Context: an optimization exercise on an open-source flow, tuned for small area and a short achievable clock period. The choices shown serve that exercise and are no tape-out recipe. Function was checked by simulation only, so behaviour that the tests miss may differ from the original. Power figures rest on the tool's default switching activity, not on a simulated workload.

==> flow/design.v (outline; a module is shown in full before it is edited, if it fits) <==
// module Convolution_with_pipeline: 1969 lines
// module cv_fa: 4 lines
module Convolution_with_pipeline(clk, rst_n, in_valid, weight_valid, In_IFM_1, In_IFM_2, In_IFM_3, In_IFM_4, In_IFM_5, In_IFM_6, In_IFM_7, In_IFM_8, In_IFM_9, In_Weight_1, In_Weight_2, In_Weight_3, In_Weight_4, In_Weight_5, In_Weight_6, In_Weight_7, In_Weight_8, In_Weight_9, out_valid, Out_OFM);
  // ...
==> flow/flow/run.sh <==
#!/bin/bash
# The standard layout, with plain buffers on the ports instead of the
# delay cells buffer_ports picks by default. Each tool's log stays in orfs/logs;
# make's own output goes to standard.log.
set -euo pipefail
export BUFFER_PORTS_ARGS="-buffer_cell sky130_fd_sc_hd__buf_2"
export CTS_ARGS="-sink_clustering_enable -repair_clock_nets -dont_use_dummy_load -sink_clustering_size 20 -sink_clustering_max_diameter 100"
bash standard.sh > standard.log 2>&1
==> flow/standard.sh <==
#!/bin/bash
# synth_recipe.tcl (not shown) runs the flow's synth.tcl, then flattens the netlist and writes it again
# the make line also repeats each setting of config.mk as NAME=value (left out here)
make -C /OpenROAD-flow-scripts/flow DESIGN_CONFIG=/design/flow/config.mk WORK_HOME=/design/flow/orfs CLKGATE_MAP_FILE= SYNTH_SCRIPT=/design/flow/synth_recipe.tcl "${@:-finish}"
==> flow/config.mk <==
export PLATFORM = sky130hd
export DESIGN_NAME = Convolution_with_pipeline
export DESIGN_NICKNAME = Convolution_with_pipeline
export VERILOG_FILES = /design/flow/design.v
export SDC_FILE = /design/flow/constraint.sdc
export NUM_CORES = 4
export LEC_CHECK = 0
export CAP_MARGIN = 20
export CORE_MARGIN = 2
export CORE_UTILIZATION = 60
export PLACE_DENSITY = 0.75
export SETUP_SLACK_MARGIN = 2.2
export SLEW_MARGIN = 20
export SYNTH_HIERARCHICAL = 1
==> flow/constraint.sdc <==
create_clock -name core_clock -period 5.0 [get_ports {clk}]
set_input_delay 1.0000 -clock core_clock [delete_from_list [all_inputs] [get_ports {clk}]]
set_output_delay 1.0000 -clock core_clock [all_outputs]
set_load 0.01 [all_outputs]
==> summary.txt, run 1 <==
Logic synthesis
  • Average size of a mapped cell: 12.5 sq um
  • Most frequently used cell type in the post-synthesis netlist: sky130_fd_sc_hd__nand2_1
  • Simple-gate share of the synthesized area: 0.114

Power
  • Worst voltage drop across the vdd grid: 713 uV
  • Proportion of power drawn by the clock network: 0.084
  • Proportion of power drawn by combinational gates: 0.679
  • Sequential share of power: 0.237

Detailed routing
  • Highest metal layer used by the detailed router: met4
  • Count of nets left with antenna violations after detail routing: 0
  • Number of detailed-route iterations in the first pass: 6

Finish
  • Sequential cell count: 310
  • Final cell count without fillers: 2345
  • Fraction of final layout cells sized beyond drive strength 1: 0.354
  • Antenna diode count: 0
  • FF+latch area: 6240 sq um
  • Layout overhead on the synthesized area: 18.3%
  • Number of non-clock inverters in the layout: 23
  • Fillers: 2265

Placement
  • Post-detailed-placement half-perimeter wirelength: 51300 microns

Critical path
  • Worst path bufs/invs: 2
  • Length in cells of the worst reg-to-reg path: 5

Run status
  • Run status: finished clean

GRT
  • Global-route wire length before repair: 106000 microns
  • Vias in the first global route: 16600

Clocking
  • Clock buffer depth: 3
  • TritonCTS clock tree: yes
  • # H-tree levels: 1

Timing
  • Number of pins exceeding their max-slew limit in the final report: 0
  • Worst setup margin: 2.01 ns
  • Hold Slack: 0.245 ns
  • Final min period: 2.99 ns
  • Hold Fails Final Rpt: 0
  • Final Setup Violations: 0

Floorplanning
  • Placement Rows: 68

Hold path
  • Hold Crit Class: in2async
==> inputs of run 2 (changes only) <==
--- a/flow/config.mk
+++ b/flow/config.mk
@@ -10,5 +10,5 @@
 export CORE_UTILIZATION = 60
 export PLACE_DENSITY = 0.75
-export SETUP_SLACK_MARGIN = 2.2
+export SETUP_SLACK_MARGIN = 1.8
 export SLEW_MARGIN = 20
 export SYNTH_HIERARCHICAL = 1
==> summary.txt, run 2 <==
Run status
  • Run status: finished clean (unchanged)

Critical path
  • Critical path launch point type: input pin (unchanged)
  • WP data required: 5.41 ns (was 5.40 ns)
  • Kind of critical path: in2reg (unchanged)
  • Logic depth of the worst setup path including buffers: 7 (unchanged)
  • Largest delay contributor family on the critical path: adder cells (unchanged)
  • Endpoint kind of the worst setup timing path: register (unchanged)
  • Capture instance of the worst register-to-register path: r2[18]$_DFF_P_ (was r2[16]$_DFF_P_)
  • Slowest Stage Delay on Critical Path: 0.70 ns (was 0.67 ns)
  • Register-to-Register Setup Slack: 1.90 ns (was 2.09 ns)
  • Length in cells of the worst reg-to-reg path: 5 (unchanged)
  • First element of the critical path: weight_valid (unchanged)
  • Critical Path End: r1[124]$_DFF_P_ (was r1[66]$_DFF_P_)
  • Arrival time at the worst endpoint: 3.54 ns (was 3.38 ns)
  • Slowest cell on the critical path: sky130_fd_sc_hd__fa_1 (was sky130_fd_sc_hd__fa_2)
  • Most frequent cell on the critical path: sky130_fd_sc_hd__fa_1 (was sky130_fd_sc_hd__fa_2)
  • Largest driver fanout on the critical path: 28 (was 7)
  • Startpoint of the worst-slack reg-to-reg timing path: r1[69]$_DFF_P_ (unchanged)
  • Ordered cell list for the critical path: buf_16 > buf_16 > mux2_4 > nand2_1 > fa_1 > fa_1 > fa_1 (was buf_16 > buf_8 > mux2_4 > nand2_1 > fa_2 > fa_2 > fa_1)
  • Worst path bufs/invs: 2 (unchanged)

Detailed routing
  • Count of vias placed by the detailed router: 13500 (was 14800)
  • Number of detailed-route iterations in the first pass: 7 (was 6)
  • Number of design rule violations left after detail routing: 0 (unchanged)
  • Via/cell ratio: 5.97 (was 6.32)
  • Final wirelength: 61300 microns (was 71900 microns)
  • Wire per inst: 27.1 microns (was 30.7 microns)
  • Initial DRC count: 1290 (was 1635)
  • Count of nets left with antenna violations after detail routing: 0 (unchanged)

Finish
  • Fin area: 23300 sq um (was 25200 sq um)
  • Antenna diode count: 0 (unchanged)
  • Fraction of final layout cells sized beyond drive strength 1: 0.170 (was 0.354)
  • Most common library cell in the layout ignoring fill and taps: sky130_fd_sc_hd__nand2_1 (unchanged)
  • Multi-input combinational cell area: 15000 sq um (was 16200 sq um)
  • Largest regs: r1: 176 flops, r2: 39 flops, r3: 20 flops (unchanged)
  • Layout overhead on the synthesized area: 9.42% (was 18.3%)
  • FF+latch area: 6220 sq um (was 6240 sq um)
  • Biggest register: r1 (unchanged)
  • Largest register FFs: 176 (unchanged)
  • Commonest non-fill, non-tap cells in the layout: sky130_fd_sc_hd__nand2_1, sky130_fd_sc_hd__fa_1, sky130_fd_sc_hd__dfxtp_1, sky130_fd_sc_hd__buf_2, sky130_fd_sc_hd__mux2_4 (was sky130_fd_sc_hd__nand2_1, sky130_fd_sc_hd__fa_1, sky130_fd_sc_hd__dfxtp_1, sky130_fd_sc_hd__fa_2, sky130_fd_sc_hd__buf_2)
  • Fillers: 2566 (was 2265)
  • Final Net Count: 2515 (was 2598)

Floorplanning
  • Placement Rows: 68 (unchanged)
  • Core Box Area: 34700 sq um (unchanged)
  • Die Area: 37000 sq um (unchanged)
  • Die outline width: 192 microns (unchanged)
  • Height of the die: 192 microns (unchanged)
  • Boundary pin count: 170 (unchanged)
  • Initial Util: 0.613 (unchanged)

Timing
  • Setup TNS: 0 ns (unchanged)
  • Setup repair after global routing missed its margin: false (was true)
  • Max-slew headroom: 0.364 (was 0.265)
  • Max Fclk: 320 MHz (was 335 MHz)
  • Number of pins exceeding their max-slew limit in the final report: 0 (unchanged)
  • Slew @ Worst Pin: 0.954 ns (was 1.10 ns)
  • Period utilisation layout: 0.626 (was 0.597)
  • Final Setup Violations: 0 (unchanged)
  • Post-Route Skew: 0.0152 ns (was 0.0273 ns)
  • Final min period: 3.13 ns (was 2.99 ns)
  • Hold Fails Final Rpt: 0 (unchanged)

Logic synthesis
  • Cell area after technology mapping: 21300 sq um (unchanged)
  • Share of Yosys cell area claimed by the top area cell type: 0.517 (unchanged)
  • Main area contributors after synthesis: sky130_fd_sc_hd__fa_1, sky130_fd_sc_hd__dfxtp_1, sky130_fd_sc_hd__nand2_1, sky130_fd_sc_hd__mux2_2, sky130_fd_sc_hd__buf_1 (unchanged)
  • Number of synthesized flops with an enable pin: 0 (unchanged)
  • Total number of yosys warnings: 7 (unchanged)
  • Dominant combinational cell family by area after synthesis: adder cells (unchanged)
  • Average size of a mapped cell: 12.5 sq um (unchanged)
  • Proportion of synthesized flip-flops having asynchronous set or reset: 0.00968 (unchanged)
  • Post-synth net total: 2406 (unchanged)
  • Most area-hungry cell type in the Yosys netlist: sky130_fd_sc_hd__fa_1 (unchanged)
  • Mux contribution to synthesized area: 0.0381 (unchanged)
  • Yosys cell types: 50 (unchanged)
  • Gate count after technology mapping: 1700 (unchanged)
  • Most frequently used cell type in the post-synthesis netlist: sky130_fd_sc_hd__nand2_1 (unchanged)
  • Share of the yosys chip area belonging to registers: 0.293 (unchanged)
  • Synthesized flop and latch total: 310 (unchanged)
  • Simple-gate share of the synthesized area: 0.114 (unchanged)
  • Post-synthesis compound-gate area fraction: 0.00841 (unchanged)
  • Most frequent cells after synthesis: sky130_fd_sc_hd__nand2_1, sky130_fd_sc_hd__fa_1, sky130_fd_sc_hd__dfxtp_1 (unchanged)
  • Flip-flop cell with the highest count after synthesis: sky130_fd_sc_hd__dfxtp_1 (unchanged)
  • XOR/XNOR Fraction of Synth Area: 0.00494 (unchanged)
  • Adder and majority cell fraction of the synthesized area: 0.522 (unchanged)

Clocking
  • # H-tree levels: 1 (unchanged)
  • Clock buffer depth: 3 (unchanged)
  • Number of buffers inserted by hold repair at cts: 0 (unchanged)
  • TritonCTS clock tree: yes (unchanged)
  • Sinks on the clock net: 310 (unchanged)
  • Clock latency on the worst-skew pair: 0.53 ns (about the same)
  • Clock transition at the register clock pins on the worst setup and hold paths after CTS: 0.08 ns (about the same)
  • Number of buffers inserted during clock tree synthesis: 19 (unchanged)
  • Master cell of the clock root buffer: sky130_fd_sc_hd__clkbuf_16 (unchanged)
  • Setup repair bufs after CTS: 0 (was 28)

Power
  • Leakage power figure: 8.73 nW (was 9.32 nW)
  • Net switching fraction of the power: 0.448 (was 0.444)
  • Sequential share of power: 0.250 (was 0.237)
  • Switching power of the nets: 7.69 mW (was 8.08 mW)
  • Proportion of power drawn by the clock network: 0.089 (was 0.084)
  • Pint: 9.49 mW (was 10.1 mW)
  • Proportion of power drawn by combinational gates: 0.661 (was 0.679)
  • Total power divided by cell area: 738 nW/um^2 (was 723 nW/um^2)
  • Worst voltage drop across the vdd grid: 889 uV (was 713 uV)

GRT
  • Pin count of the biggest net entering global routing: 29 (was 21)
  • Grt ovf: 0 (unchanged)
  • Global-route wire length before repair: 92700 microns (was 106000 microns)
  • Vias in the first global route: 15100 (was 16600)
  • Overall track demand over capacity in global routing: 0.354 (was 0.411)
  • Antenna violations before repair: 0 (unchanged)

Hold path
  • Hold Crit Class: in2async (unchanged)

Placement
  • Count of input and output buffers: 168 (unchanged)
  • Routability cong.: 0.976 (was 0.980)
  • Cell area after placement: 22700 sq um (was 23000 sq um)
  • Post-detailed-placement half-perimeter wirelength: 51700 microns (was 51300 microns)

Run
  • Max Cap Violations: 0 (unchanged)
-- run 2: worst min path at each step --
stage,depth (start not counted),slack [ns],end,start
2_1_floorplan,0,0.31,r2[0]$_DFF_P_,r1[0]$_DFF_P_
3_3_place_gp,0,0.31,r2[0]$_DFF_P_,r1[0]$_DFF_P_
3_5_place_dp,0,0.31,r2[1]$_DFF_P_,r1[1]$_DFF_P_
4_1_cts,1,0.23,v3$_DFF_PN0_,rst_n
5_1_grt,1,0.24,v3$_DFF_PN0_,rst_n
6_report,1,0.24,v3$_DFF_PN0_,rst_n
-- run 2: cell type report --
| cell class | count | area share |
|---|---|---|
| Timing Repair Buffer | 171 | 0.0403 |
| Tap cell | 455 | 0.0245 |
| Clock buffer | 19 | 0.0204 |
| Multi-Input combinational cell | 1284 | 0.644 |
| Sequential cell | 310 | 0.267 |
| Inverter | 23 | 0.00371 |
-- run 2: cells by family after synthesis --
group | after synthesis
other | 1
xor gates and xnor gates | 12
AOI/OAI and AO/OA | 25
muxes | 72
DFF | 310
adders and majority gates | 558
buffers and inverters | 106
and+or+nand+nor | 616
-- run 2: modules after synthesis, one instance, submodules excluded --
module                     cells inside  area, sq um  copies in the design  flip-flops and latches
cv_fa                                 1         20.0                   549                       0
Convolution_with_pipeline          1151        10300                     1                     310
-- run 2: stage by stage --
stage                     std cells  setup WS, ns  hold WS [ns]  power (mW)   util
after global routing           2262          1.83         0.235        18.7  0.670
after detailed placement       2242          1.04         0.312        15.7  0.655
final                          2262          1.87         0.244        17.2  0.670
after global placement         2242          1.08         0.315        15.1  0.655
after CTS                      2262          1.83         0.228        17.3  0.670
after floorplan                1700          1.73         0.310        11.5      -
-- run 2: power by group through the flow --
stage	registers, mW	logic, mW	clock network (mW)
global placement	4.31	10.8	0
global route	4.38	12.7	1.63
detailed placement	4.33	11.3	0
CTS	4.30	11.4	1.56
floorplan	4.18	7.30	0
finish	4.30	11.3	1.53
-- run 2: what timing repair did --
action / in CTS / in global routing
gates resized for setup: 4 / 4
cloned: 1 / 0
setup endpoints to repair: 83 / 13
-- run 2: worst register-to-register path, cell delays in order, from the launching register on --
cell	delay [ns]
sky130_fd_sc_hd__dfxtp_1	0.35
sky130_fd_sc_hd__fa_1	0.53
sky130_fd_sc_hd__fa_1	0.54
sky130_fd_sc_hd__fa_1	0.45
sky130_fd_sc_hd__fa_1	0.54
sky130_fd_sc_hd__fa_1	0.53
-- run 2: per-layer routing --
metal	track usage	wire (microns)	up-vias	part of all wire
met5	0	0	-	0
met2	0.561	28500	921	0.46
li1	-	-	5378	-
met1	0.488	23500	7039	0.38
met3	0.0826	6770	162	0.11
met4	0.127	2530	0	0.041
==> inputs of run 3 (changes only) <==
--- a/flow/config.mk
+++ b/flow/config.mk
@@ -10,5 +10,5 @@
 export CORE_UTILIZATION = 60
 export PLACE_DENSITY = 0.75
-export SETUP_SLACK_MARGIN = 1.8
+export SETUP_SLACK_MARGIN = 1.9
 export SLEW_MARGIN = 20
 export SYNTH_HIERARCHICAL = 1
==> summary.txt, run 3 <==
Timing
  • Final min period: 3.14 ns (was 3.13 ns)
  • Hold Slack: 0.241 ns (was 0.244 ns)
  • Slew @ Worst Pin: 1.01 ns (was 0.954 ns)
  • Max-slew headroom: 0.324 (was 0.364)
  • Number of pins exceeding their max-slew limit in the final report: 0 (unchanged)
  • Hold Fails Final Rpt: 0 (unchanged)
  • Setup repair after global routing missed its margin: false (unchanged)
  • Setup TNS: 0 ns (unchanged)
  • Post-Route Skew: 0.0426 ns (was 0.0152 ns)
  • Max Fclk: 319 MHz (was 320 MHz)
  • Final Setup Violations: 0 (unchanged)
  • Period utilisation layout: 0.628 (was 0.626)

Finish
  • Most common library cell in the layout ignoring fill and taps: sky130_fd_sc_hd__nand2_1 (unchanged)
  • Biggest register: r1 (unchanged)
  • Final Net Count: 2519 (was 2515)
  • Commonest non-fill, non-tap cells in the layout: sky130_fd_sc_hd__nand2_1, sky130_fd_sc_hd__fa_1, sky130_fd_sc_hd__dfxtp_1, sky130_fd_sc_hd__buf_2, sky130_fd_sc_hd__mux2_4 (unchanged)
  • Fin area: 23500 sq um (was 23300 sq um)
  • Antenna diode count: 0 (unchanged)
  • Largest regs: r1: 176 flops, r2: 39 flops, r3: 20 flops (unchanged)
  • Largest register FFs: 176 (unchanged)
  • Layout overhead on the synthesized area: 10.7% (was 9.42%)
  • Final cell count without fillers: 2266 (was 2262)
  • Fraction of final layout cells sized beyond drive strength 1: 0.208 (was 0.170)
  • Final Core Density: 0.678 (was 0.670)

Run status
  • Run status: finished clean (unchanged)

Placement
  • Cells after DPL: 2242 (unchanged)
  • Routability cong.: 0.950 (was 0.976)
  • Count of input and output buffers: 168 (unchanged)
  • Cell area after placement: 22900 sq um (was 22700 sq um)
  • Post-detailed-placement half-perimeter wirelength: 51200 microns (was 51700 microns)

Critical path
  • Critical path launch point type: input pin (unchanged)
  • Endpoint kind of the worst setup timing path: register (unchanged)
  • Most frequent cell on the critical path: sky130_fd_sc_hd__fa_1 (unchanged)
  • Length in cells of the worst reg-to-reg path: 5 (unchanged)
  • First element of the critical path: weight_valid (unchanged)
  • Startpoint of the worst-slack reg-to-reg timing path: r1[69]$_DFF_P_ (unchanged)
  • Arrival time at the worst endpoint: 3.54 ns (about the same)
  • Largest driver fanout on the critical path: 11 (was 28)
  • Kind of critical path: in2reg (unchanged)
  • Slowest Stage Delay on Critical Path: 0.68 ns (was 0.70 ns)
  • Slowest cell on the critical path: sky130_fd_sc_hd__fa_1 (unchanged)
  • Ordered cell list for the critical path: buf_16 > clkbuf_16 > mux2_4 > nand2_1 > fa_2 > fa_1 > fa_1 (was buf_16 > buf_16 > mux2_4 > nand2_1 > fa_1 > fa_1 > fa_1)
  • WP data required: 5.40 ns (was 5.41 ns)

Clocking
  • Clock latency on the worst-skew pair: 0.54 ns (was 0.53 ns)
  • Number of buffers inserted during clock tree synthesis: 19 (unchanged)
  • Setup repair bufs after CTS: 0 (unchanged)
  • Clock buffer depth: 3 (unchanged)
  • # H-tree levels: 1 (unchanged)
  • Master cell of the clock root buffer: sky130_fd_sc_hd__clkbuf_16 (unchanged)
  • Clock transition at the register clock pins on the worst setup and hold paths after CTS: 0.08 ns (about the same)
  • Sinks on the clock net: 310 (unchanged)
  • TritonCTS clock tree: yes (unchanged)
  • Number of buffers inserted by hold repair at cts: 0 (unchanged)

Power
  • Switching power of the nets: 7.44 mW (was 7.69 mW)
  • Total power divided by cell area: 717 nW/um^2 (was 738 nW/um^2)
  • Proportion of power drawn by the clock network: 0.090 (was 0.089)
  • Net switching fraction of the power: 0.441 (was 0.448)
  • Proportion of power drawn by combinational gates: 0.657 (was 0.661)
  • Worst voltage drop across the vdd grid: 515 uV (was 889 uV)
  • Leakage power figure: 8.79 nW (was 8.73 nW)
  • Pint: 9.44 mW (was 9.49 mW)
  • Sequential share of power: 0.253 (was 0.250)

Detailed routing
  • Count of vias placed by the detailed router: 13400 (was 13500)
  • Final wirelength: 61800 microns (was 61300 microns)
  • Routed length on met1: 23700 microns (was 23500 microns)
  • Routed wire length on met2: 28400 microns (was 28500 microns)
  • Number of design rule violations left after detail routing: 0 (unchanged)
  • Count of nets left with antenna violations after detail routing: 0 (unchanged)
  • Via/cell ratio: 5.92 (was 5.97)
  • Initial DRC count: 1454 (was 1290)
  • Routed wl met3: 7270 microns (was 6770 microns)
  • Number of detailed-route iterations in the first pass: 6 (was 7)
  • Highest metal layer used by the detailed router: met4 (unchanged)
  • Wire per inst: 27.3 microns (was 27.1 microns)

Logic synthesis
  • Number of synthesized flops with an enable pin: 0 (unchanged)
  • Most frequently used cell type in the post-synthesis netlist: sky130_fd_sc_hd__nand2_1 (unchanged)
  • Flip-flop cell with the highest count after synthesis: sky130_fd_sc_hd__dfxtp_1 (unchanged)
  • Proportion of synthesized flip-flops having asynchronous set or reset: 0.00968 (unchanged)
  • Gate count after technology mapping: 1700 (unchanged)
  • Most area-hungry cell type in the Yosys netlist: sky130_fd_sc_hd__fa_1 (unchanged)
  • Share of the yosys chip area belonging to registers: 0.293 (unchanged)
  • Cell area after technology mapping: 21300 sq um (unchanged)
  • Post-synth net total: 2406 (unchanged)
  • Share of Yosys cell area claimed by the top area cell type: 0.517 (unchanged)
  • Total number of yosys warnings: 7 (unchanged)
  • Main area contributors after synthesis: sky130_fd_sc_hd__fa_1, sky130_fd_sc_hd__dfxtp_1, sky130_fd_sc_hd__nand2_1, sky130_fd_sc_hd__mux2_2, sky130_fd_sc_hd__buf_1 (unchanged)
  • Synthesized flop and latch total: 310 (unchanged)
  • Average size of a mapped cell: 12.5 sq um (unchanged)
  • Yosys cell types: 50 (unchanged)
  • Most frequent cells after synthesis: sky130_fd_sc_hd__nand2_1, sky130_fd_sc_hd__fa_1, sky130_fd_sc_hd__dfxtp_1 (unchanged)

Hold path
  • Hold Crit Class: in2async (unchanged)

Floorplanning
  • Placement Rows: 68 (unchanged)
  • Die Area: 37000 sq um (unchanged)
  • Boundary pin count: 170 (unchanged)
  • Die outline width: 192 microns (unchanged)
  • Initial Util: 0.613 (unchanged)
  • Core Box Area: 34700 sq um (unchanged)
  • Height of the die: 192 microns (unchanged)

GRT
  • Vias in the first global route: 14800 (was 15100)
  • Pin count of the biggest net entering global routing: 22 (was 29)
  • Antenna violations before repair: 0 (unchanged)
  • Grt ovf: 0 (unchanged)
  • Global-route wire length before repair: 91300 microns (was 92700 microns)
  • Overall track demand over capacity in global routing: 0.348 (was 0.354)

Run
  • Max Cap Violations: 0 (unchanged)
[run 3: cell counts after synthesis]
Identical to the previous run, type by type.
[run 3: layer usage]
layer,vias up,track usage
met4,0,0.112
li1,5395,-
met3,144,0.0838
met5,-,0
met1,7009,0.486
met2,865,0.547
[run 3: worst paths after layout]
kind	to	slack, ns
min in group core_clock	r2[0]$_DFF_P_	0.32
hold reg to reg	r2[0]$_DFF_P_	0.32
setup / recovery	r1[68]$_DFF_P_	1.86
hold / removal	v2$_DFF_PN0_	0.24
max in group asynchronous	v1$_DFF_PN0_	4.65
setup reg to reg	r2[16]$_DFF_P_	1.99
[run 3: stage by stage]
stage	worst slack, ns	power, mW
global placement	1.09	14.9
global route	1.88	18.5
floorplan	1.73	11.5
detailed placement	1.09	15.4
finish	1.86	16.9
CTS	1.90	17.0
[run 3: logic make-up after synthesis]
group           Yosys count  share of synthesized area
buf+inv                 106                     0.0197
mux                      72                     0.0381
xor+xnor                 12                    0.00494
fa+ha+maj               558                      0.522
simple gates            616                      0.114
compound gates           25                    0.00842
flops                   310                      0.293
other cells               1                   0.000176
[run 3: layout make-up]
cell class	count	area (sq um)
multi-input cells	1284	15100
inverters	23	86.3
clock buffers	19	475
repair buffers	175	1050
fillers	2526	11200
well taps	455	569
flip-flops and latches	310	6220
[run 3: what timing repair did]
action | CTS | global route
pin swaps | 0 | 0
endpoints found under the setup margin | 145 | 10
gates resized for setup | 11 | 4
cloned | 1 | 4
[run 3: critical path, delay by kind of cell]
| kind | cells | cell delay, ns |
|---|---|---|
| multiplexers | 1 | 0.38 |
| buffers and inverters | 2 | 0.38 |
| AND/OR/NAND/NOR | 1 | 0.12 |
| adder cells (fa/ha/maj) | 3 | 1.63 |
[run 3: modules after synthesis, one instance, submodules excluded]
| module | flops+latches | cells inside |
|---|---|---|
| Convolution_with_pipeline | 310 | 1151 |
| cv_fa | 0 | 1 |
[run 3: power by group through the flow]
| stage | Combinational, mW | Clock, mW | Sequential (mW) |
|---|---|---|---|
| 3_5_place_dp | 11.1 | 0 | 4.32 |
| 6_report | 11.1 | 1.52 | 4.26 |
| 2_1_floorplan | 7.34 | 0 | 4.18 |
| 4_1_cts | 11.1 | 1.54 | 4.27 |
| 3_3_place_gp | 10.6 | 0 | 4.30 |
| 5_1_grt | 12.6 | 1.62 | 4.35 |
==> inputs of run 4 (changes only) <==
--- a/flow/config.mk
+++ b/flow/config.mk
@@ -10,5 +10,5 @@
 export CORE_UTILIZATION = 60
 export PLACE_DENSITY = 0.75
-export SETUP_SLACK_MARGIN = 1.9
+export SETUP_SLACK_MARGIN = 2.1
 export SLEW_MARGIN = 20
 export SYNTH_HIERARCHICAL = 1
==> summary.txt, run 4 <==
Timing
  • Final min period: 2.94 ns (was 3.14 ns)
  • Setup repair after global routing missed its margin: true (was false)
  • Worst setup margin: 2.06 ns (was 1.86 ns)
  • Setup TNS: 0 ns (unchanged)
  • Slew @ Worst Pin: 1.09 ns (was 1.01 ns)
  • Period utilisation layout: 0.589 (was 0.628)
  • Max-slew headroom: 0.271 (was 0.324)
  • Max Fclk: 340 MHz (was 319 MHz)
  • Number of pins exceeding their max-slew limit in the final report: 0 (unchanged)
  • Hold Fails Final Rpt: 0 (unchanged)
  • Final Setup Violations: 0 (unchanged)
  • Post-Route Skew: 0.0226 ns (was 0.0426 ns)

Detailed routing
  • Count of nets left with antenna violations after detail routing: 0 (unchanged)
  • Number of design rule violations left after detail routing: 0 (unchanged)
  • Via/cell ratio: 6.27 (was 5.92)
  • Number of detailed-route iterations in the first pass: 6 (unchanged)
  • Count of vias placed by the detailed router: 14600 (was 13400)
  • Wire per inst: 29.9 microns (was 27.3 microns)
  • Initial DRC count: 1438 (was 1454)
  • Final wirelength: 69600 microns (was 61800 microns)

Critical path
  • Startpoint of the worst-slack reg-to-reg timing path: r1[69]$_DFF_P_ (unchanged)
  • First element of the critical path: weight_valid (unchanged)
  • Length in cells of the worst reg-to-reg path: 5 (unchanged)
  • Capture instance of the worst register-to-register path: r2[16]$_DFF_P_ (unchanged)
  • WP data required: 5.41 ns (was 5.40 ns)
  • Critical Path End: r1[124]$_DFF_P_ (was r1[68]$_DFF_P_)
  • Register-to-Register Setup Slack: 2.07 ns (was 1.99 ns)
  • Most frequent cell on the critical path: sky130_fd_sc_hd__fa_1 (unchanged)
  • Slowest cell on the critical path: sky130_fd_sc_hd__fa_2 (was sky130_fd_sc_hd__fa_1)
  • Endpoint kind of the worst setup timing path: register (unchanged)
  • Slowest Stage Delay on Critical Path: 0.59 ns (was 0.68 ns)
  • Largest driver fanout on the critical path: 9 (was 11)
  • Arrival time at the worst endpoint: 3.35 ns (was 3.54 ns)
  • Kind of critical path: in2reg (unchanged)
  • Critical path launch point type: input pin (unchanged)
  • Ordered cell list for the critical path: buf_16 > buf_8 > mux2_4 > nand2_1 > fa_1 > fa_2 > fa_1 (was buf_16 > clkbuf_16 > mux2_4 > nand2_1 > fa_2 > fa_1 > fa_1)

Logic synthesis
  • Main area contributors after synthesis: sky130_fd_sc_hd__fa_1, sky130_fd_sc_hd__dfxtp_1, sky130_fd_sc_hd__nand2_1, sky130_fd_sc_hd__mux2_2, sky130_fd_sc_hd__buf_1 (unchanged)
  • Post-synthesis compound-gate area fraction: 0.00841 (unchanged)
  • Number of synthesized flops with an enable pin: 0 (unchanged)
  • Synthesized flop and latch total: 310 (unchanged)
  • Mux contribution to synthesized area: 0.0381 (unchanged)
  • Post-synth net total: 2406 (unchanged)
  • Proportion of synthesized flip-flops having asynchronous set or reset: 0.00968 (unchanged)
  • Most area-hungry cell type in the Yosys netlist: sky130_fd_sc_hd__fa_1 (unchanged)
  • Cell area after technology mapping: 21300 sq um (unchanged)
  • Flip-flop cell with the highest count after synthesis: sky130_fd_sc_hd__dfxtp_1 (unchanged)
  • Share of Yosys cell area claimed by the top area cell type: 0.517 (unchanged)
  • Total number of yosys warnings: 7 (unchanged)
  • Average size of a mapped cell: 12.5 sq um (unchanged)
  • Simple-gate share of the synthesized area: 0.114 (unchanged)
  • Gate count after technology mapping: 1700 (unchanged)
  • XOR/XNOR Fraction of Synth Area: 0.00494 (unchanged)
  • Most frequent cells after synthesis: sky130_fd_sc_hd__nand2_1, sky130_fd_sc_hd__fa_1, sky130_fd_sc_hd__dfxtp_1 (unchanged)
  • Adder and majority cell fraction of the synthesized area: 0.522 (unchanged)
  • Share of the yosys chip area belonging to registers: 0.293 (unchanged)
  • Dominant combinational cell family by area after synthesis: adder cells (unchanged)
  • Yosys cell types: 50 (unchanged)
  • Most frequently used cell type in the post-synthesis netlist: sky130_fd_sc_hd__nand2_1 (unchanged)

Hold path
  • Hold Crit Class: in2async (unchanged)

GRT
  • Antenna violations before repair: 1 (was 0)
  • Grt ovf: 0 (unchanged)
  • Global-route wire length before repair: 99700 microns (was 91300 microns)
  • Vias in the first global route: 15800 (was 14800)
  • Pin count of the biggest net entering global routing: 21 (was 22)
  • Overall track demand over capacity in global routing: 0.382 (was 0.348)

Finish
  • Fraction of final layout cells sized beyond drive strength 1: 0.293 (was 0.208)
  • Final Net Count: 2583 (was 2519)
  • Layout overhead on the synthesized area: 16.0% (was 10.7%)
  • Commonest non-fill, non-tap cells in the layout: sky130_fd_sc_hd__nand2_1, sky130_fd_sc_hd__fa_1, sky130_fd_sc_hd__dfxtp_1, sky130_fd_sc_hd__buf_2, sky130_fd_sc_hd__fa_2 (was sky130_fd_sc_hd__nand2_1, sky130_fd_sc_hd__fa_1, sky130_fd_sc_hd__dfxtp_1, sky130_fd_sc_hd__buf_2, sky130_fd_sc_hd__mux2_4)
  • Fin area: 24700 sq um (was 23500 sq um)
  • FF+latch area: 6220 sq um (about the same)
  • Most common library cell in the layout ignoring fill and taps: sky130_fd_sc_hd__nand2_1 (unchanged)
  • Largest register FFs: 176 (unchanged)
  • Fillers: 2316 (was 2526)
  • Final cell count without fillers: 2330 (was 2266)
  • Antenna diode count: 0 (unchanged)
  • Largest regs: r1: 176 flops, r2: 39 flops, r3: 20 flops (unchanged)
  • Multi-input combinational cell area: 15800 sq um (was 15100 sq um)
  • Biggest register: r1 (unchanged)

Run status
  • Run status: finished clean (unchanged)

Placement
  • Post-detailed-placement half-perimeter wirelength: 51300 microns (was 51200 microns)
  • Cell area after placement: 23000 sq um (was 22900 sq um)
  • Routability cong.: 0.980 (was 0.950)
  • Cells after DPL: 2243 (was 2242)
  • Pre-CTS setup slack: 1.03 ns (was 1.09 ns)
  • Count of input and output buffers: 168 (unchanged)

Floorplanning
  • Core Box Area: 34700 sq um (unchanged)
  • Boundary pin count: 170 (unchanged)
  • Placement Rows: 68 (unchanged)
  • Initial Util: 0.613 (unchanged)
  • Height of the die: 192 microns (unchanged)
  • Die outline width: 192 microns (unchanged)
  • Die Area: 37000 sq um (unchanged)

Power
  • Total power: 17.8 mW (was 16.9 mW)
  • Total power divided by cell area: 720 nW/um^2 (was 717 nW/um^2)
  • Leakage power figure: 9.20 nW (was 8.79 nW)
  • Worst voltage drop across the vdd grid: 714 uV (was 515 uV)

Clocking
  • # H-tree levels: 1 (unchanged)
  • TritonCTS clock tree: yes (unchanged)
  • Clock latency on the worst-skew pair: 0.53 ns (was 0.54 ns)
  • Number of buffers inserted during clock tree synthesis: 19 (unchanged)
  • Master cell of the clock root buffer: sky130_fd_sc_hd__clkbuf_16 (unchanged)
  • Clock transition at the register clock pins on the worst setup and hold paths after CTS: 0.08 ns (about the same)
  • Sinks on the clock net: 310 (unchanged)
  • Clock buffer depth: 3 (unchanged)

Run
  • Max Cap Violations: 0 (unchanged)
[run 4: cell types whose count changed in the layout (fill, tap and decap cells not counted), sizes merged]
cell,change
clkbuf,-3
buf,+36
mux2,+31
[run 4: routing by layer]
layer	up-vias	GRT usage	wire length [microns]
met5	-	0	11
met4	2	0.182	5330
met3	328	0.0849	7850
met2	1149	0.604	31300
met1	7527	0.510	25000
li1	5595	-	-
[run 4: what timing repair did]
item	in CTS	in global routing
hold buffers	0	0
pin swaps	35	44
buffers inserted	20	5
resized for setup	58	48
endpoints found under the hold margin	0	0
endpoints found under the setup margin	166	43
cloned	27	16
[run 4: worst min-delay path by stage]
stage	end
final	v1$_DFF_PN0_
after global routing	v1$_DFF_PN0_
after global placement	r2[0]$_DFF_P_
after detailed placement	r2[1]$_DFF_P_
after floorplan	r2[0]$_DFF_P_
after CTS	v1$_DFF_PN0_
[run 4: cell type report]
class	count	share of cell area
timing repair buffer	208	0.0601
inverter	23	0.00350
sequential	310	0.252
clock buffer	19	0.0193
tap	455	0.0231
multi-input combinational	1315	0.642
[run 4: logic make-up after synthesis]
group | count (synthesis)
simple gates | 616
fa+ha+maj | 558
flops | 310
buf+inv | 106
mux | 72
compound gates | 25
xor+xnor | 12
other cells | 1
[run 4: worst max-delay path, delay by kind of cell]
kind / cells / cell delay, ns
buffers and inverters: 2 / 0.32
and+or+nand+nor: 1 / 0.15
muxes: 1 / 0.40
adders and majority gates: 3 / 1.47
[run 4: per-stage QoR]
step           utilization  hold WS (ns)
6_report             0.710         0.249
5_1_grt              0.710         0.239
4_1_cts              0.700         0.230
3_5_place_dp         0.663         0.313
3_3_place_gp         0.663         0.310
2_1_floorplan            -         0.310
[run 4: where the power goes]
group	leakage (nW)	switching (mW)	internal, mW
Clock	0.234	0.844	0.678
Combinational	6.36	6.49	5.44
Sequential	2.61	0.582	3.72
[run 4: modules after synthesis (local to each module, per instance)]
module / times used / area, sq um / cells / flops+latches
Convolution_with_pipeline: 1 / 10300 / 1151 / 310
cv_fa: 549 / 20.0 / 1 / 0
==> inputs of run 5 (changes only) <==
--- a/flow/config.mk
+++ b/flow/config.mk
@@ -10,5 +10,5 @@
 export CORE_UTILIZATION = 60
 export PLACE_DENSITY = 0.75
-export SETUP_SLACK_MARGIN = 2.1
+export SETUP_SLACK_MARGIN = 2.0
 export SLEW_MARGIN = 20
 export SYNTH_HIERARCHICAL = 1
==> summary.txt, run 5 <==
Run status
  • Run status: finished clean (unchanged)

Logic synthesis
  • Number of synthesized flops with an enable pin: 0 (unchanged)
  • Cell area after technology mapping: 21300 sq um (unchanged)
  • Proportion of synthesized flip-flops having asynchronous set or reset: 0.00968 (unchanged)
  • Most frequently used cell type in the post-synthesis netlist: sky130_fd_sc_hd__nand2_1 (unchanged)
  • XOR/XNOR Fraction of Synth Area: 0.00494 (unchanged)
  • Share of the yosys chip area belonging to registers: 0.293 (unchanged)
  • Yosys cell types: 50 (unchanged)
  • Share of Yosys cell area claimed by the top area cell type: 0.517 (unchanged)
  • Gate count after technology mapping: 1700 (unchanged)
  • Synthesized flop and latch total: 310 (unchanged)
  • Average size of a mapped cell: 12.5 sq um (unchanged)
  • Flip-flop cell with the highest count after synthesis: sky130_fd_sc_hd__dfxtp_1 (unchanged)
  • Mux contribution to synthesized area: 0.0381 (unchanged)
  • Dominant combinational cell family by area after synthesis: adder cells (unchanged)
  • Total number of yosys warnings: 7 (unchanged)
  • Most frequent cells after synthesis: sky130_fd_sc_hd__nand2_1, sky130_fd_sc_hd__fa_1, sky130_fd_sc_hd__dfxtp_1 (unchanged)
  • Main area contributors after synthesis: sky130_fd_sc_hd__fa_1, sky130_fd_sc_hd__dfxtp_1, sky130_fd_sc_hd__nand2_1, sky130_fd_sc_hd__mux2_2, sky130_fd_sc_hd__buf_1 (unchanged)
  • Simple-gate share of the synthesized area: 0.114 (unchanged)
  • Post-synth net total: 2406 (unchanged)
  • Post-synthesis compound-gate area fraction: 0.00841 (unchanged)
  • Most area-hungry cell type in the Yosys netlist: sky130_fd_sc_hd__fa_1 (unchanged)
  • Adder and majority cell fraction of the synthesized area: 0.522 (unchanged)

GRT
  • Pin count of the biggest net entering global routing: 21 (unchanged)
  • Global-route wire length before repair: 94000 microns (was 99700 microns)
  • Grt ovf: 0 (unchanged)
  • Overall track demand over capacity in global routing: 0.357 (was 0.382)
  • Antenna violations before repair: 1 (unchanged)
  • Vias in the first global route: 15100 (was 15800)

Floorplanning
  • Die outline width: 192 microns (unchanged)
  • Die Area: 37000 sq um (unchanged)
  • Height of the die: 192 microns (unchanged)
  • Placement Rows: 68 (unchanged)
  • Core Box Area: 34700 sq um (unchanged)
  • Boundary pin count: 170 (unchanged)
  • Initial Util: 0.613 (unchanged)

Power
  • Worst voltage drop across the vdd grid: 611 uV (was 714 uV)
  • Total power divided by cell area: 720 nW/um^2 (about the same)
  • Leakage power figure: 8.88 nW (was 9.20 nW)
  • Total power: 17.2 mW (was 17.8 mW)

Detailed routing
  • Count of nets left with antenna violations after detail routing: 0 (unchanged)
  • Routed length on met1: 23900 microns (was 25000 microns)
  • Count of vias placed by the detailed router: 13700 (was 14600)
  • Via/cell ratio: 6.02 (was 6.27)
  • Routed wire length on met2: 29500 microns (was 31300 microns)
  • Initial DRC count: 1294 (was 1438)
  • Number of design rule violations left after detail routing: 0 (unchanged)
  • Wire per inst: 27.6 microns (was 29.9 microns)
  • Highest metal layer used by the detailed router: met4 (was met5)
  • Final wirelength: 62900 microns (was 69600 microns)
  • Routed wl met3: 7020 microns (was 7850 microns)
  • Number of detailed-route iterations in the first pass: 6 (unchanged)

Finish
  • Most common library cell in the layout ignoring fill and taps: sky130_fd_sc_hd__nand2_1 (unchanged)
  • Fraction of final layout cells sized beyond drive strength 1: 0.240 (was 0.293)
  • Final Net Count: 2532 (was 2583)
  • Antenna diode count: 0 (unchanged)
  • Largest register FFs: 176 (unchanged)
  • Largest regs: r1: 176 flops, r2: 39 flops, r3: 20 flops (unchanged)
  • Biggest register: r1 (unchanged)
  • Commonest non-fill, non-tap cells in the layout: sky130_fd_sc_hd__nand2_1, sky130_fd_sc_hd__fa_1, sky130_fd_sc_hd__dfxtp_1, sky130_fd_sc_hd__buf_2, sky130_fd_sc_hd__fa_2 (unchanged)
  • Layout overhead on the synthesized area: 12.1% (was 16.0%)

Timing
  • Hold Fails Final Rpt: 0 (unchanged)
  • Final Setup Violations: 0 (unchanged)
  • Max Fclk: 336 MHz (was 340 MHz)
  • Period utilisation layout: 0.596 (was 0.589)
  • Slew @ Worst Pin: 1.05 ns (was 1.09 ns)
  • Post-Route Skew: 0.0225 ns (was 0.0226 ns)
  • Max-slew headroom: 0.303 (was 0.271)
  • Final min period: 2.98 ns (was 2.94 ns)
  • Number of pins exceeding their max-slew limit in the final report: 0 (unchanged)
  • Setup TNS: 0 ns (unchanged)
  • Setup repair after global routing missed its margin: true (unchanged)

Placement
  • Routability cong.: 0.981 (was 0.980)
  • Count of input and output buffers: 168 (unchanged)
  • Post-detailed-placement half-perimeter wirelength: 51200 microns (was 51300 microns)

Clocking
  • Master cell of the clock root buffer: sky130_fd_sc_hd__clkbuf_16 (unchanged)
  • TritonCTS clock tree: yes (unchanged)
  • Clock buffer depth: 3 (unchanged)
  • # H-tree levels: 1 (unchanged)
  • Clock latency on the worst-skew pair: 0.54 ns (was 0.53 ns)
  • Number of buffers inserted during clock tree synthesis: 19 (unchanged)
  • Number of buffers inserted by hold repair at cts: 0 (unchanged)
  • Sinks on the clock net: 310 (unchanged)
  • Clock transition at the register clock pins on the worst setup and hold paths after CTS: 0.09 ns (was 0.08 ns)

Critical path
  • Ordered cell list for the critical path: fa_2 > fa_1 > fa_1 > fa_2 > fa_2 (was buf_16 > buf_8 > mux2_4 > nand2_1 > fa_1 > fa_2 > fa_1)
  • WP data required: 5.41 ns (about the same)
  • Largest delay contributor family on the critical path: adder cells (unchanged)
  • Endpoint kind of the worst setup timing path: register (unchanged)
  • Worst path bufs/invs: 0 (was 2)
  • Slowest Stage Delay on Critical Path: 0.60 ns (was 0.59 ns)
  • Critical path launch point type: register (was input pin)
  • Arrival time at the worst endpoint: 3.39 ns (was 3.35 ns)
  • Largest driver fanout on the critical path: 1 (was 9)
  • Kind of critical path: reg2reg (was in2reg)
  • Most frequent cell on the critical path: sky130_fd_sc_hd__fa_2 (was sky130_fd_sc_hd__fa_1)
  • Slowest cell on the critical path: sky130_fd_sc_hd__fa_2 (unchanged)

Run
  • Max Cap Violations: 0 (unchanged)

Hold path
  • Hold Crit Class: in2async (unchanged)
-- run 5: cell counts after synthesis --
Identical to the previous run, type by type.
-- run 5: what timing repair did --
action / in CTS / in global routing
buffers inserted: 2 / 1
pin swaps: 5 / 7
setup endpoints to repair: 132 / 21
gates resized for setup: 18 / 4
gates cloned: 6 / 9
-- run 5: layout make-up --
class | count | area (sq um)
inverters | 23 | 86.3
repair buffers | 180 | 1110
clock buffers | 19 | 475
multi-input cells | 1292 | 15400
well taps | 455 | 569
fillers | 2481 | 10900
flip-flops and latches | 310 | 6220
-- run 5: final timing paths --
| path | startpoint | cells after the start | slack, ns | end |
|---|---|---|---|---|
| worst max register to register | r1[69]$_DFF_P_ | 5 | 2.02 | r2[16]$_DFF_P_ |
| min in group core_clock | r1[1]$_DFF_P_ | 0 | 0.33 | r2[1]$_DFF_P_ |
| max in group asynchronous | rst_n | 1 | 4.63 | v2$_DFF_PN0_ |
| worst min register to register | r1[1]$_DFF_P_ | 0 | 0.33 | r2[1]$_DFF_P_ |
| worst max-delay path | r1[69]$_DFF_P_ | 5 | 2.02 | r2[16]$_DFF_P_ |
| worst min-delay path | rst_n | 1 | 0.26 | v3$_DFF_PN0_ |
-- run 5: modules after synthesis (local to each module, per instance) --
module | cell area [sq um] | copies in the design | cells | flip-flops and latches
cv_fa | 20.0 | 549 | 1 | 0
Convolution_with_pipeline | 10300 | 1 | 1151 | 310
-- run 5: power by group --
part / total [mW] / internal [mW] / switching [mW]
clock network: 1.54 / 0.679 / 0.861
logic: 11.4 / 5.15 / 6.21
registers: 4.26 / 3.72 / 0.546
-- run 5: kinds of logic after synthesis --
family                     Yosys count
AOI/OAI and AO/OA                   25
xor gates and xnor gates            12
adders and majority gates          558
buffers and inverters              106
DFF                                310
muxes                               72
other                                1
and+or+nand+nor                    616
-- run 5: through the flow --
step | hold WS (ns) | setup WS [ns] | instance area (sq um) | std cells | utilization
detailed placement | 0.315 | 1.12 | 23000 | 2242 | 0.663
global route | 0.249 | 2.00 | 23800 | 2279 | 0.687
finish | 0.256 | 2.02 | 23800 | 2279 | 0.687
floorplan | 0.310 | 1.73 | 22000 | 1700 | -
CTS | 0.249 | 2.00 | 23700 | 2269 | 0.682
global placement | 0.312 | 1.15 | 23000 | 2242 | 0.663
-- run 5: layer usage --
layer / GRT usage / vias up
met4: 0.104 / 0
met2: 0.573 / 858
met5: 0 / -
met1: 0.491 / 7238
met3: 0.0862 / 179
li1: - / 5440
==> inputs of run 6 (changes only) <==
--- a/flow/config.mk
+++ b/flow/config.mk
@@ -9,4 +9,5 @@
 export CORE_MARGIN = 2
 export CORE_UTILIZATION = 60
+export GPL_ROUTABILITY_DRIVEN = 0
 export PLACE_DENSITY = 0.75
 export SETUP_SLACK_MARGIN = 2.0
==> summary.txt, run 6 <==
Run status
  • Run status: finished clean (unchanged)

Finish
  • Layout overhead on the synthesized area: 12.2% (was 12.1%)
  • FF+latch area: 6220 sq um (about the same)
  • Commonest non-fill, non-tap cells in the layout: sky130_fd_sc_hd__nand2_1, sky130_fd_sc_hd__fa_1, sky130_fd_sc_hd__dfxtp_1, sky130_fd_sc_hd__buf_2, sky130_fd_sc_hd__fa_2 (unchanged)
  • Antenna diode count: 0 (unchanged)
  • Fillers: 2457 (was 2481)
  • Final Net Count: 2533 (was 2532)
  • Multi-input combinational cell area: 15300 sq um (was 15400 sq um)
  • Fraction of final layout cells sized beyond drive strength 1: 0.243 (was 0.240)
  • Largest regs: r1: 176 flops, r2: 39 flops, r3: 20 flops (unchanged)
  • Largest register FFs: 176 (unchanged)
  • Most common library cell in the layout ignoring fill and taps: sky130_fd_sc_hd__nand2_1 (unchanged)
  • Final cell count without fillers: 2280 (was 2279)
  • Biggest register: r1 (unchanged)

Floorplanning
  • Boundary pin count: 170 (unchanged)
  • Height of the die: 192 microns (unchanged)
  • Die outline width: 192 microns (unchanged)
  • Die Area: 37000 sq um (unchanged)
  • Core Box Area: 34700 sq um (unchanged)
  • Placement Rows: 68 (unchanged)
  • Initial Util: 0.613 (unchanged)

Logic synthesis
  • Total number of yosys warnings: 7 (unchanged)
  • Proportion of synthesized flip-flops having asynchronous set or reset: 0.00968 (unchanged)
  • Most frequently used cell type in the post-synthesis netlist: sky130_fd_sc_hd__nand2_1 (unchanged)
  • Gate count after technology mapping: 1700 (unchanged)
  • Cell area after technology mapping: 21300 sq um (unchanged)
  • Synthesized flop and latch total: 310 (unchanged)
  • Share of Yosys cell area claimed by the top area cell type: 0.517 (unchanged)
  • Number of synthesized flops with an enable pin: 0 (unchanged)
  • Main area contributors after synthesis: sky130_fd_sc_hd__fa_1, sky130_fd_sc_hd__dfxtp_1, sky130_fd_sc_hd__nand2_1, sky130_fd_sc_hd__mux2_2, sky130_fd_sc_hd__buf_1 (unchanged)
  • Yosys cell types: 50 (unchanged)
  • Share of the yosys chip area belonging to registers: 0.293 (unchanged)
  • Most area-hungry cell type in the Yosys netlist: sky130_fd_sc_hd__fa_1 (unchanged)
  • Post-synth net total: 2406 (unchanged)
  • Flip-flop cell with the highest count after synthesis: sky130_fd_sc_hd__dfxtp_1 (unchanged)
  • Average size of a mapped cell: 12.5 sq um (unchanged)
  • Most frequent cells after synthesis: sky130_fd_sc_hd__nand2_1, sky130_fd_sc_hd__fa_1, sky130_fd_sc_hd__dfxtp_1 (unchanged)

Clocking
  • Clock transition at the register clock pins on the worst setup and hold paths after CTS: 0.08 ns (was 0.09 ns)
  • Number of buffers inserted during clock tree synthesis: 19 (unchanged)
  • Clock latency on the worst-skew pair: 0.53 ns (was 0.54 ns)
  • Number of buffers inserted by hold repair at cts: 0 (unchanged)
  • # H-tree levels: 1 (unchanged)
  • Clock buffer depth: 3 (unchanged)
  • Master cell of the clock root buffer: sky130_fd_sc_hd__clkbuf_16 (unchanged)
  • TritonCTS clock tree: yes (unchanged)
  • Sinks on the clock net: 310 (unchanged)

Critical path
  • Largest driver fanout on the critical path: 9 (was 1)
  • Kind of critical path: in2reg (was reg2reg)
  • Endpoint kind of the worst setup timing path: register (unchanged)
  • Critical path launch point type: input pin (was register)
  • WP data required: 5.40 ns (was 5.41 ns)
  • Arrival time at the worst endpoint: 3.41 ns (was 3.39 ns)

Detailed routing
  • Wire per inst: 27.7 microns (was 27.6 microns)
  • Initial DRC count: 1376 (was 1294)
  • Highest metal layer used by the detailed router: met4 (unchanged)
  • Count of vias placed by the detailed router: 13800 (was 13700)
  • Final wirelength: 63200 microns (was 62900 microns)
  • Number of design rule violations left after detail routing: 0 (unchanged)
  • Via/cell ratio: 6.07 (was 6.02)
  • Routed wire length on met2: 29200 microns (was 29500 microns)
  • Count of nets left with antenna violations after detail routing: 0 (unchanged)
  • Routed wl met3: 7520 microns (was 7020 microns)
  • Routed length on met1: 23300 microns (was 23900 microns)
  • Number of detailed-route iterations in the first pass: 8 (was 6)

Placement
  • Pre-CTS setup slack: 0.978 ns (was 1.12 ns)
  • Post-detailed-placement half-perimeter wirelength: 51500 microns (was 51200 microns)
  • Cells after DPL: 2243 (was 2242)
  • Count of input and output buffers: 168 (unchanged)

GRT
  • Global-route wire length before repair: 94600 microns (was 94000 microns)
  • Vias in the first global route: 15300 (was 15100)
  • Antenna violations before repair: 0 (was 1)
  • Pin count of the biggest net entering global routing: 21 (unchanged)
  • Grt ovf: 0 (unchanged)
  • Overall track demand over capacity in global routing: 0.359 (was 0.357)

Power
  • Leakage power figure: 8.90 nW (was 8.88 nW)
  • Total power divided by cell area: 730 nW/um^2 (was 720 nW/um^2)
  • Worst voltage drop across the vdd grid: 832 uV (was 611 uV)

Hold path
  • Hold Crit Class: in2async (unchanged)

Timing
  • Final Setup Violations: 0 (unchanged)
  • Slew @ Worst Pin: 1.01 ns (was 1.05 ns)
  • Number of pins exceeding their max-slew limit in the final report: 0 (unchanged)
  • Final min period: 3.00 ns (was 2.98 ns)
  • Hold Slack: 0.237 ns (was 0.256 ns)
  • Setup repair after global routing missed its margin: true (unchanged)
  • Period utilisation layout: 0.601 (was 0.596)
  • Max Fclk: 333 MHz (was 336 MHz)
  • Max-slew headroom: 0.325 (was 0.303)
  • Worst setup margin: 2.00 ns (was 2.02 ns)
  • Hold Fails Final Rpt: 0 (unchanged)
  • Post-Route Skew: 0.0278 ns (was 0.0225 ns)
  • Setup TNS: 0 ns (unchanged)

Run
  • Max Cap Violations: 0 (unchanged)
run 6: critical path, cell delays in order:
cell	delay, ns
sky130_fd_sc_hd__buf_16	0.15
sky130_fd_sc_hd__buf_4	0.16
sky130_fd_sc_hd__mux2_4	0.38
sky130_fd_sc_hd__nand2_1	0.12
sky130_fd_sc_hd__fa_2	0.46
sky130_fd_sc_hd__fa_2	0.65
sky130_fd_sc_hd__fa_1	0.48
run 6: logic make-up (layout without fill, tap and decap cells):
| kind of cell | count (synthesis) | count (layout) | synth area share |
|---|---|---|---|
| muxes | 72 | 74 | 0.0381 |
| and+or+nand+nor | 616 | 616 | 0.114 |
| AOI/OAI and AO/OA | 25 | 25 | 0.00842 |
| xor gates and xnor gates | 12 | 12 | 0.00494 |
| buffers and inverters | 106 | 229 | 0.0197 |
| DFF | 310 | 310 | 0.293 |
| adders and majority gates | 558 | 558 | 0.522 |
| other | 1 | 1 | 0.000176 |
run 6: layer usage:
layer | vias to the layer above | global-route usage
li1 | 5423 | -
met1 | 7219 | 0.488
met2 | 986 | 0.570
met3 | 209 | 0.0893
met4 | 0 | 0.130
met5 | - | 0
run 6: area by class of cell:
cell class              count  area share
repair buffers            187      0.0501
flip-flops and latches    310       0.261
clock buffers              19      0.0199
multi-input cells        1286       0.642
well taps                 455      0.0239
inverters                  23     0.00362
run 6: what timing repair did:
item | 4_1_cts | 5_1_grt
setup endpoints to repair | 153 | 34
gates resized for setup | 15 | 12
cloned | 3 | 7
setup buffers | 0 | 8
pin swaps | 2 | 6
run 6: worst paths after layout:
kind | startpoint | to | slack [ns] | cells past startpoint
worst max-delay path | weight_valid | r1[66]$_DFF_P_ | 2.00 | 7
worst max register to register | r1[88]$_DFF_P_ | r2[19]$_DFF_P_ | 2.00 | 5
worst min-delay path | rst_n | v2$_DFF_PN0_ | 0.24 | 1
max in group asynchronous | rst_n | v1$_DFF_PN0_ | 4.65 | 1
worst min register to register | r1[1]$_DFF_P_ | r2[1]$_DFF_P_ | 0.33 | 0
min in group core_clock | r1[1]$_DFF_P_ | r2[1]$_DFF_P_ | 0.33 | 0
run 6: Yosys stat by module, one instance, submodules excluded:
| module | cell area (sq um) | flops+latches |
|---|---|---|
| Convolution_with_pipeline | 10300 | 310 |
| cv_fa | 20.0 | 0 |
run 6: power by group:
part           internal, mW  total [mW]  switching [mW]
clock                 0.679        1.53           0.847
combinational          5.26        11.6            6.33
sequential             3.72        4.29           0.571
total                  9.66        17.4            7.75
run 6: stage by stage:
| step | util | power [mW] | cell area (sq um) |
|---|---|---|---|
| after detailed placement | 0.662 | 15.6 | 23000 |
| after floorplan | - | 11.5 | 22000 |
| after global routing | 0.687 | 19.0 | 23900 |
| after global placement | 0.662 | 15.0 | 23000 |
| after CTS | 0.680 | 17.3 | 23600 |
| final | 0.687 | 17.4 | 23900 |
==> inputs of run 7 (changes only) <==
==> flow/flow/run.sh (replaced) <==
#!/bin/bash
# The standard layout, with plain buffers on the ports instead of the
# delay cells buffer_ports picks by default. Each tool's log stays in orfs/logs;
# make's own output goes to standard.log.
set -euo pipefail
export BUFFER_PORTS_ARGS="-buffer_cell sky130_fd_sc_hd__buf_2"
export CTS_ARGS="-sink_clustering_enable -repair_clock_nets -dont_use_dummy_load -sink_clustering_size 12 -sink_clustering_max_diameter 60 -buf_list sky130_fd_sc_hd__clkbuf_8"
bash standard.sh > standard.log 2>&1
--- a/flow/config.mk
+++ b/flow/config.mk
@@ -9,5 +9,4 @@
 export CORE_MARGIN = 2
 export CORE_UTILIZATION = 60
-export GPL_ROUTABILITY_DRIVEN = 0
 export PLACE_DENSITY = 0.75
 export SETUP_SLACK_MARGIN = 2.0
==> summary.txt, run 7 <==
Clocking
  • Master cell of the clock root buffer: sky130_fd_sc_hd__clkbuf_8 (was sky130_fd_sc_hd__clkbuf_16)
  • Number of buffers inserted during clock tree synthesis: 35 (was 19)
  • Setup repair bufs after CTS: 0 (unchanged)
  • Number of buffers inserted by hold repair at cts: 0 (unchanged)
  • Clock buffer depth: 3 (unchanged)
  • TritonCTS clock tree: yes (unchanged)
  • Sinks on the clock net: 310 (unchanged)
  • # H-tree levels: 2 (was 1)
  • Clock transition at the register clock pins on the worst setup and hold paths after CTS: 0.08 ns (about the same)
  • Clock latency on the worst-skew pair: 0.61 ns (was 0.53 ns)

Logic synthesis
  • Average size of a mapped cell: 12.5 sq um (unchanged)
  • Yosys cell types: 50 (unchanged)
  • Flip-flop cell with the highest count after synthesis: sky130_fd_sc_hd__dfxtp_1 (unchanged)
  • Proportion of synthesized flip-flops having asynchronous set or reset: 0.00968 (unchanged)
  • Synthesized flop and latch total: 310 (unchanged)
  • Cell area after technology mapping: 21300 sq um (unchanged)
  • Share of the yosys chip area belonging to registers: 0.293 (unchanged)
  • Main area contributors after synthesis: sky130_fd_sc_hd__fa_1, sky130_fd_sc_hd__dfxtp_1, sky130_fd_sc_hd__nand2_1, sky130_fd_sc_hd__mux2_2, sky130_fd_sc_hd__buf_1 (unchanged)
  • Number of synthesized flops with an enable pin: 0 (unchanged)
  • Post-synth net total: 2406 (unchanged)
  • Most frequently used cell type in the post-synthesis netlist: sky130_fd_sc_hd__nand2_1 (unchanged)
  • Most area-hungry cell type in the Yosys netlist: sky130_fd_sc_hd__fa_1 (unchanged)
  • Share of Yosys cell area claimed by the top area cell type: 0.517 (unchanged)
  • Total number of yosys warnings: 7 (unchanged)
  • Gate count after technology mapping: 1700 (unchanged)
  • Most frequent cells after synthesis: sky130_fd_sc_hd__nand2_1, sky130_fd_sc_hd__fa_1, sky130_fd_sc_hd__dfxtp_1 (unchanged)

GRT
  • Grt ovf: 0 (unchanged)
  • Global-route wire length before repair: 92800 microns (was 94600 microns)
  • Antenna violations before repair: 1 (was 0)
  • Vias in the first global route: 15100 (was 15300)
  • M3 GR Usage: 0.0967 (was 0.0893)
  • Overall track demand over capacity in global routing: 0.355 (was 0.359)
  • Gr busiest metal: met2 (unchanged)
  • Global-route track usage on met1: 0.486 (was 0.488)
  • Met2 usage in global routing: 0.556 (was 0.570)
  • Pin count of the biggest net entering global routing: 26 (was 21)

Floorplanning
  • Initial Util: 0.613 (unchanged)
  • Core Box Area: 34700 sq um (unchanged)
  • Height of the die: 192 microns (unchanged)
  • Die Area: 37000 sq um (unchanged)
  • Die outline width: 192 microns (unchanged)
  • Placement Rows: 68 (unchanged)
  • Boundary pin count: 170 (unchanged)

Finish
  • Commonest non-fill, non-tap cells in the layout: sky130_fd_sc_hd__nand2_1, sky130_fd_sc_hd__fa_1, sky130_fd_sc_hd__dfxtp_1, sky130_fd_sc_hd__buf_2, sky130_fd_sc_hd__fa_2 (unchanged)
  • Biggest register: r1 (unchanged)
  • Layout overhead on the synthesized area: 11.4% (was 12.2%)
  • Largest regs: r1: 176 flops, r2: 39 flops, r3: 20 flops (unchanged)
  • Largest register FFs: 176 (unchanged)
  • Fraction of final layout cells sized beyond drive strength 1: 0.241 (was 0.243)
  • Final Net Count: 2535 (was 2533)
  • Most common library cell in the layout ignoring fill and taps: sky130_fd_sc_hd__nand2_1 (unchanged)

Detailed routing
  • Number of detailed-route iterations in the first pass: 6 (was 8)
  • Wire per inst: 26.8 microns (was 27.7 microns)
  • Initial DRC count: 1274 (was 1376)
  • Final wirelength: 61200 microns (was 63200 microns)
  • Count of nets left with antenna violations after detail routing: 0 (unchanged)
  • Number of design rule violations left after detail routing: 0 (unchanged)
  • Via/cell ratio: 5.91 (was 6.07)
  • Count of vias placed by the detailed router: 13500 (was 13800)

Run status
  • Run status: finished clean (unchanged)

Timing
  • Max Fclk: 338 MHz (was 333 MHz)
  • Max-slew headroom: 0.305 (was 0.325)
  • Final Setup Violations: 0 (unchanged)
  • Setup repair after global routing missed its margin: true (unchanged)
  • Setup TNS: 0 ns (unchanged)
  • Slew @ Worst Pin: 1.04 ns (was 1.01 ns)
  • Number of pins exceeding their max-slew limit in the final report: 0 (unchanged)
  • Period utilisation layout: 0.591 (was 0.601)
  • Hold Fails Final Rpt: 0 (unchanged)
  • Hold Slack: 0.180 ns (was 0.237 ns)
  • Final min period: 2.96 ns (was 3.00 ns)
  • Post-Route Skew: 0.0569 ns (was 0.0278 ns)

Power
  • Total power divided by cell area: 723 nW/um^2 (was 730 nW/um^2)
  • Leakage power figure: 8.83 nW (was 8.90 nW)
  • Worst voltage drop across the vdd grid: 603 uV (was 832 uV)

Placement
  • Post-detailed-placement half-perimeter wirelength: 51200 microns (was 51500 microns)
  • Routability cong.: 0.981
  • Count of input and output buffers: 168 (unchanged)

Critical path
  • Logic depth of the worst setup path including buffers: 7 (unchanged)
  • Register-to-Register Setup Slack: 2.04 ns (was 2.00 ns)
  • Arrival time at the worst endpoint: 3.41 ns (about the same)
  • Kind of critical path: in2reg (unchanged)
  • WP data required: 5.46 ns (was 5.40 ns)
  • Endpoint kind of the worst setup timing path: register (unchanged)
  • Critical path launch point type: input pin (unchanged)
  • Largest delay contributor family on the critical path: adder cells (unchanged)
  • Worst path bufs/invs: 2 (unchanged)
  • Ordered cell list for the critical path: buf_16 > clkbuf_16 > mux2_4 > nand2_1 > fa_1 > fa_2 > fa_1 (was buf_16 > buf_4 > mux2_4 > nand2_1 > fa_2 > fa_2 > fa_1)
  • Largest driver fanout on the critical path: 12 (was 9)
  • Most frequent cell on the critical path: sky130_fd_sc_hd__fa_1 (was sky130_fd_sc_hd__fa_2)
  • Length in cells of the worst reg-to-reg path: 5 (unchanged)
  • Slowest cell on the critical path: sky130_fd_sc_hd__fa_2 (unchanged)
  • Slowest Stage Delay on Critical Path: 0.62 ns (was 0.65 ns)

Hold path
  • Hold Crit Class: in2async (unchanged)

Run
  • Max Cap Violations: 0 (unchanged)
## run 7: cell counts after synthesis
No cell type changed its count.
## run 7: layout make-up
cell class              count  area, sq um
clock buffers              35          482
diodes                      2         5.00
multi-input cells        1284        15300
fillers                  2517        11000
flip-flops and latches    310         6220
repair buffers            175         1050
well taps                 455          569
inverters                  23         86.3
## run 7: worst paths after layout
kind,start,endpoint
max in group asynchronous,rst_n,v2$_DFF_PN0_
worst min-delay path,rst_n,v3$_DFF_PN0_
min in group core_clock,r1[1]$_DFF_P_,r2[1]$_DFF_P_
worst max register to register,r1[60]$_DFF_P_,r2[19]$_DFF_P_
worst min register to register,r1[1]$_DFF_P_,r2[1]$_DFF_P_
worst max-delay path,weight_valid,r1[49]$_DFF_P_
## run 7: report_power, final
part	switching, mW	internal (mW)	total [mW]
logic	6.20	5.14	11.3
clock network	0.883	0.625	1.51
registers	0.535	3.72	4.26
## run 7: worst register-to-register path, cell delays in order, from the launching register on
cell	delay, ns
sky130_fd_sc_hd__dfxtp_1	0.34
sky130_fd_sc_hd__fa_1	0.52
sky130_fd_sc_hd__fa_1	0.44
sky130_fd_sc_hd__fa_1	0.48
sky130_fd_sc_hd__fa_1	0.51
sky130_fd_sc_hd__fa_1	0.49
## run 7: cells by family (layout without fill, tap and decap cells)
logic type,Yosys count,after routing,synth area share
xor gates and xnor gates,12,12,0.00494
DFF,310,310,0.293
adders and majority gates,558,558,0.522
buffers and inverters,106,233,0.0197
and+or+nand+nor,616,616,0.114
AOI/OAI and AO/OA,25,25,0.00842
muxes,72,72,0.0381
other,1,3,0.000176
## run 7: what timing repair did
action	CTS	global route
pin swaps	0	1
setup endpoints to repair	83	21
cloned	1	4
gates resized for setup	10	9
## run 7: metrics by stage
stage	setup slack (ns)	utilization	total power [mW]	cell area, sq um	instances
2_1_floorplan	1.73	-	11.5	22000	1700
3_5_place_dp	1.12	0.663	15.6	23000	2242
4_1_cts	1.99	0.678	17.2	23600	2278
5_1_grt	2.00	0.682	18.8	23700	2282
3_3_place_gp	1.15	0.663	15.0	23000	2242
6_report	2.04	0.682	17.1	23700	2284
## run 7: modules after synthesis (local to each module, per instance)
module	cells inside	area (sq um)
cv_fa	1	20.0
Convolution_with_pipeline	1151	10300
## run 7: routing by layer
layer,up-vias,part of all wire
met4,2,0.039
met3,152,0.12
li1,5428,-
met5,-,0.00020
met2,859,0.46
met1,7067,0.38

## afterwards: timing with drivers on the ports
No port has a modelled driver above. Below, the same layouts with a new extraction and two added sets of constraints.
Step 1 (the two cells are an assumption about what drives the block):
set clk [get_ports {clk}]
set_driving_cell -lib_cell sky130_fd_sc_hd__clkbuf_16 $clk
set_driving_cell -lib_cell sky130_fd_sc_hd__buf_2 [delete_from_list [all_inputs] $clk]
Step 2 times the ports against the registers' clock, not the clock port: input delays grow and output delays shrink by t, the midpoint of the rising clock arrivals with the driver on.
Three values: no drivers, after step 1, after step 2; two values: the first two.
run | t (ns) | setup slack, ns | worst setup path after step 2 | latest minus earliest clock arrival (ns) | pins driven straight from the clock port
run 1 | 0.576 | 2.015 / 1.666 / 1.090 | input to register | 0.027 / 0.028 | 1
run 2 | 0.581 | 1.871 / 1.843 / 1.262 | input to register | 0.015 / 0.016 | 1
run 3 | 0.571 | 1.862 / 1.762 / 1.191 | input to register | 0.045 / 0.045 | 1
run 4 | 0.574 | 2.057 / 1.743 / 1.169 | input to register | 0.023 / 0.022 | 1
run 5 | 0.579 | 2.022 / 1.906 / 1.328 | input to register | 0.023 / 0.023 | 1
run 6 | 0.576 | 1.996 / 1.872 / 1.296 | input to register | 0.030 / 0.029 | 1
run 7 | 0.637 | 2.044 / 1.939 / 1.302 | input to register | 0.057 / 0.056 | 1
After both steps every run listed still meets setup and hold. The setup slack of run 1, which loses most, moves by -0.349 ns with the drivers and by -0.925 ns with both steps.
